From an optimization exercise on the open Yosys and OpenROAD flow, aimed at small area; shortcuts taken in it are not production practice. In this exercise RTL edits were held to simulation tests only and were not proved equivalent to the original. The clock port is modelled as an ideal driver, which makes a skipped or thinned clock tree look cheaper than it is; a real chip needs a root buffer or a tree. Power figures rest on the tool's default switching activity, not on a simulated workload.

==> flow/design.v (excerpt) <==
module filter_median_top (
  input        clk, rst_n,
  input  [7:0] pixel,
  output [7:0] median
);
==> module filter_median_top, before the edit <==
module filter_median_top (
  input        clk, rst_n,
  input  [7:0] pixel,
  output [7:0] median
);
  reg  [7:0] s0;
  reg  [7:0] s1;
  reg  [7:0] s2;
  reg  [7:0] s3;
  reg  [7:0] s4;
  reg  [7:0] s5;
  reg  [7:0] s6;
  reg  [7:0] s7;
  reg  [7:0] s8;
  reg  [3:0] s9;
  reg  [8:0] v;             
  always @(posedge clk) begin
    s0 <= pixel[7:0];
    s1 <= s0[7:0];
    s2 <= s1[7:0];
    s3 <= s2[7:0];
    s4 <= s3[7:0];
    s5 <= s4[7:0];
    s6 <= s5[7:0];
    s7 <= s6[7:0];
    s8 <= s7[7:0];
    s9 <= s8[3:0];
  end
  always @(posedge clk or negedge rst_n) begin
    if (!rst_n) v <= 9'd0;
    else        v <= {v[7:0], 1'b1};
  end
  function [18:0] level(input [8:0] x, input [8:0] hi, input [8:0] lo);
    reg [8:0] e;
    reg       m;
    begin
      e = hi | (x & ~lo);
      m = maj9(e);
      level = {m, hi | (e & {9{~m}}), lo | (~e & {9{m}})};
    end
  endfunction
  function maj9(input [8:0] t);
    reg [2:0] mx, md, mn;
    begin
      mx = {t[8] | t[7] | t[6], t[5] | t[4] | t[3], t[2] | t[1] | t[0]};
      md = {maj3(t[8], t[7], t[6]), maj3(t[5], t[4], t[3]), maj3(t[2], t[1], t[0])};
      mn = {t[8] & t[7] & t[6], t[5] & t[4] & t[3], t[2] & t[1] & t[0]};
      maj9 = maj3(&mx, maj3(md[2], md[1], md[0]), |mn);
    end
  endfunction
  function maj3(input a, input b, input c);
    maj3 = (a & b) | (a & c) | (b & c);
  endfunction
  wire [8:0] valid = v[8:0];
  wire [8:0] hi0_0 = 9'd0;
  wire [8:0] lo0_0 = ~valid;
  wire [8:0] x0_0 = {s8[7], s7[7], s6[7], s5[7], s4[7], s3[7], s2[7], s1[7], s0[7]};
  wire       m7;
  wire [8:0] hi0_1, lo0_1;
  assign {m7, hi0_1, lo0_1} = level(x0_0, hi0_0, lo0_0);
  wire [8:0] x0_1 = {s8[6], s7[6], s6[6], s5[6], s4[6], s3[6], s2[6], s1[6], s0[6]};
  wire       m6;
  wire [8:0] hi0_2, lo0_2;
  assign {m6, hi0_2, lo0_2} = level(x0_1, hi0_1, lo0_1);
  wire [8:0] x0_2 = {s8[5], s7[5], s6[5], s5[5], s4[5], s3[5], s2[5], s1[5], s0[5]};
  wire       m5;
  wire [8:0] hi0_3, lo0_3;
  assign {m5, hi0_3, lo0_3} = level(x0_2, hi0_2, lo0_2);
  wire [8:0] x0_3 = {s8[4], s7[4], s6[4], s5[4], s4[4], s3[4], s2[4], s1[4], s0[4]};
  wire       m4;
  wire [8:0] hi0_4, lo0_4;
  assign {m4, hi0_4, lo0_4} = level(x0_3, hi0_3, lo0_3);
  reg  [8:0] hi_q1, lo_q1;
  reg  [7:4] m_q1;
  always @(posedge clk) begin
    hi_q1 <= hi0_4;
    lo_q1 <= lo0_4;
    m_q1 <= {m7, m6, m5, m4};
  end
  wire [8:0] hi1_0 = hi_q1;
  wire [8:0] lo1_0 = lo_q1;
  wire [8:0] x1_0 = {s9[3], s8[3], s7[3], s6[3], s5[3], s4[3], s3[3], s2[3], s1[3]};
  wire       m3;
  wire [8:0] hi1_1, lo1_1;
  assign {m3, hi1_1, lo1_1} = level(x1_0, hi1_0, lo1_0);
  wire [8:0] x1_1 = {s9[2], s8[2], s7[2], s6[2], s5[2], s4[2], s3[2], s2[2], s1[2]};
  wire       m2;
  wire [8:0] hi1_2, lo1_2;
  assign {m2, hi1_2, lo1_2} = level(x1_1, hi1_1, lo1_1);
  wire [8:0] x1_2 = {s9[1], s8[1], s7[1], s6[1], s5[1], s4[1], s3[1], s2[1], s1[1]};
  wire       m1;
  wire [8:0] hi1_3, lo1_3;
  assign {m1, hi1_3, lo1_3} = level(x1_2, hi1_2, lo1_2);
  wire [8:0] x1_3 = {s9[0], s8[0], s7[0], s6[0], s5[0], s4[0], s3[0], s2[0], s1[0]};
  wire       m0;
  wire [8:0] hi1_4, lo1_4;
  assign {m0, hi1_4, lo1_4} = level(x1_3, hi1_3, lo1_3);
  reg  [7:0] med_d;
  always @(posedge clk) med_d <= {m_q1, m3, m2, m1, m0};
  reg  [7:0] med_q;
  always @(posedge clk or negedge rst_n) begin
    if (!rst_n) med_q <= 8'd0;
    else        med_q <= v[3] ? med_d : 8'd0;
  end
  assign median = med_q;
endmodule
==> flow/config.mk <==
export PLATFORM = sky130hd
export DESIGN_NAME = filter_median_top
export DESIGN_NICKNAME = filter_median_top
export VERILOG_FILES = /design/flow/design.v
export SDC_FILE = /design/flow/constraint.sdc
export NUM_CORES = 4
export LEC_CHECK = 0
export CAP_MARGIN = 20
export CORE_MARGIN = 2
export CORE_UTILIZATION = 40
export SLEW_MARGIN = 20
==> flow/constraint.sdc <==
create_clock -name core_clock -period 6.7 [get_ports {clk}]
set_input_delay 1.3400 -clock core_clock [delete_from_list [all_inputs] [get_ports {clk}]]
set_output_delay 1.3400 -clock core_clock [all_outputs]
set_load 0.01 [all_outputs]
standard.sh (not shown) runs the stock make flow with config.mk's settings and CLKGATE_MAP_FILE= SYNTH_SCRIPT=/design/flow/synth_recipe.tcl, a recipe that flattens the netlist after the stock synthesis.
==> flow/flow/run.sh <==
#!/bin/bash
# Layout flow: the standard ORFS flow with these changes:
#  - synthesis maps the logic with an area-oriented ABC script
#    (abc_area_map.script) instead of ORFS's, which buffers and upsizes for
#    speed; register inference, naming and flattening are unchanged;
#  - the port buffers are the smallest buffer (still one on every port);
#  - a small balanced clock tree made by hand (cts_manual.tcl) in place of
#    clock_tree_synthesis.
set -euo pipefail
HERE=$(pwd)
# synth.tcl with ABC's script replaced, right after the preamble sets it
sed "s|^source \$::env(SCRIPTS_DIR)/synth_preamble.tcl\$|&\nset abc_args [lreplace \$abc_args 1 1 $HERE/flow/abc_area_map.script]|" \
  "$FLOW_HOME/scripts/synth.tcl" > "$HERE/synth_area_map.tcl"
grep -q abc_area_map.script "$HERE/synth_area_map.tcl"
# The standard flow's synthesis script, sourcing that synth.tcl
sed "s|\$::env(SCRIPTS_DIR)/synth.tcl|$HERE/synth_area_map.tcl|" synth_recipe.tcl > "$HERE/synth_top.tcl"
grep -q synth_area_map.tcl "$HERE/synth_top.tcl"
export MANUAL_CTS_LEAF=${MANUAL_CTS_LEAF:-sky130_fd_sc_hd__clkbuf_8}
export MANUAL_CTS_ROOT=${MANUAL_CTS_ROOT:-sky130_fd_sc_hd__clkbuf_4}
export MANUAL_CTS_NX=${MANUAL_CTS_NX:-4}
export MANUAL_CTS_NY=${MANUAL_CTS_NY:-2}
bash standard.sh SYNTH_SCRIPT="$HERE/synth_top.tcl" \
  BUFFER_PORTS_ARGS="-buffer_cell sky130_fd_sc_hd__buf_1" \
  PRE_CTS_TCL="$HERE/flow/cts_manual.tcl" finish > "$HERE/flow_make.log" 2>&1
Other scripts of this flow, unchanged in this note and not shown: flow/flow/abc_area_map.script, flow/flow/cts_manual.tcl
Change:
--- a/flow/design.v
+++ b/flow/design.v
@@ -70,15 +70,15 @@
   wire       m4;
   wire [8:0] hi0_4, lo0_4;
   assign {m4, hi0_4, lo0_4} = level(x0_3, hi0_3, lo0_3);
-  reg  [8:0] hi_q1, lo_q1;
+  reg  [8:0] hi_q1, lo_q1;       
   reg  [7:4] m_q1;
   always @(posedge clk) begin
-    hi_q1 <= hi0_4;
-    lo_q1 <= lo0_4;
+    hi_q1 <= ~hi0_4;
+    lo_q1 <= ~lo0_4;
     m_q1 <= {m7, m6, m5, m4};
   end
-  wire [8:0] hi1_0 = hi_q1;
-  wire [8:0] lo1_0 = lo_q1;
+  wire [8:0] hi1_0 = ~hi_q1;
+  wire [8:0] lo1_0 = ~lo_q1;
   wire [8:0] x1_0 = {s9[3], s8[3], s7[3], s6[3], s5[3], s4[3], s3[3], s2[3], s1[3]};
   wire       m3;
   wire [8:0] hi1_1, lo1_1;
What happened: Design area is lower by 3.3%; worst setup slack gains 120 ps; wire length drops by 5.0%; clock power went down by about 1%; power drops by 1.1%; global-route usage is about the same; via count fell by 1.8%; sequential cell count does not change; synthesized cell count went down by 0.94%; area after synthesis shrinks by 0.57%; combinational power stays flat.
In every run of this note, the design's own scripts or RTL, not TritonCTS, make the clock network.

==> what the ideal ports hide <==
How much do the figures lean on ideal ports? The routed layouts below were timed once more, with nothing changed but the port constraints. Step 1 (the two cells are an assumption about what drives the block):
set clk [get_ports {clk}]
set_driving_cell -lib_cell sky130_fd_sc_hd__clkbuf_16 $clk
set_driving_cell -lib_cell sky130_fd_sc_hd__buf_2 [delete_from_list [all_inputs] $clk]
Step 2, shift: input delay + t, output delay - t, t = (earliest + latest rising clock arrival at the registers) / 2. This alone moves slack from input paths to output paths. Slacks: ideal ports / drivers / drivers and shift; pairs: ideal ports / drivers.
| run | shift t [ns] | setup WS [ns] | clock arrival spread, ns | cell pins on the clock port's net |
|---|---|---|---|---|
| the first run | 0.495 | 0.465 / 0.465 / 0.465 | 0.017 / 0.017 | 1 |
| the second run | 0.483 | 0.585 / 0.585 / 0.585 | 0.014 / 0.013 | 1 |
After both steps setup and hold are still met in every run listed.
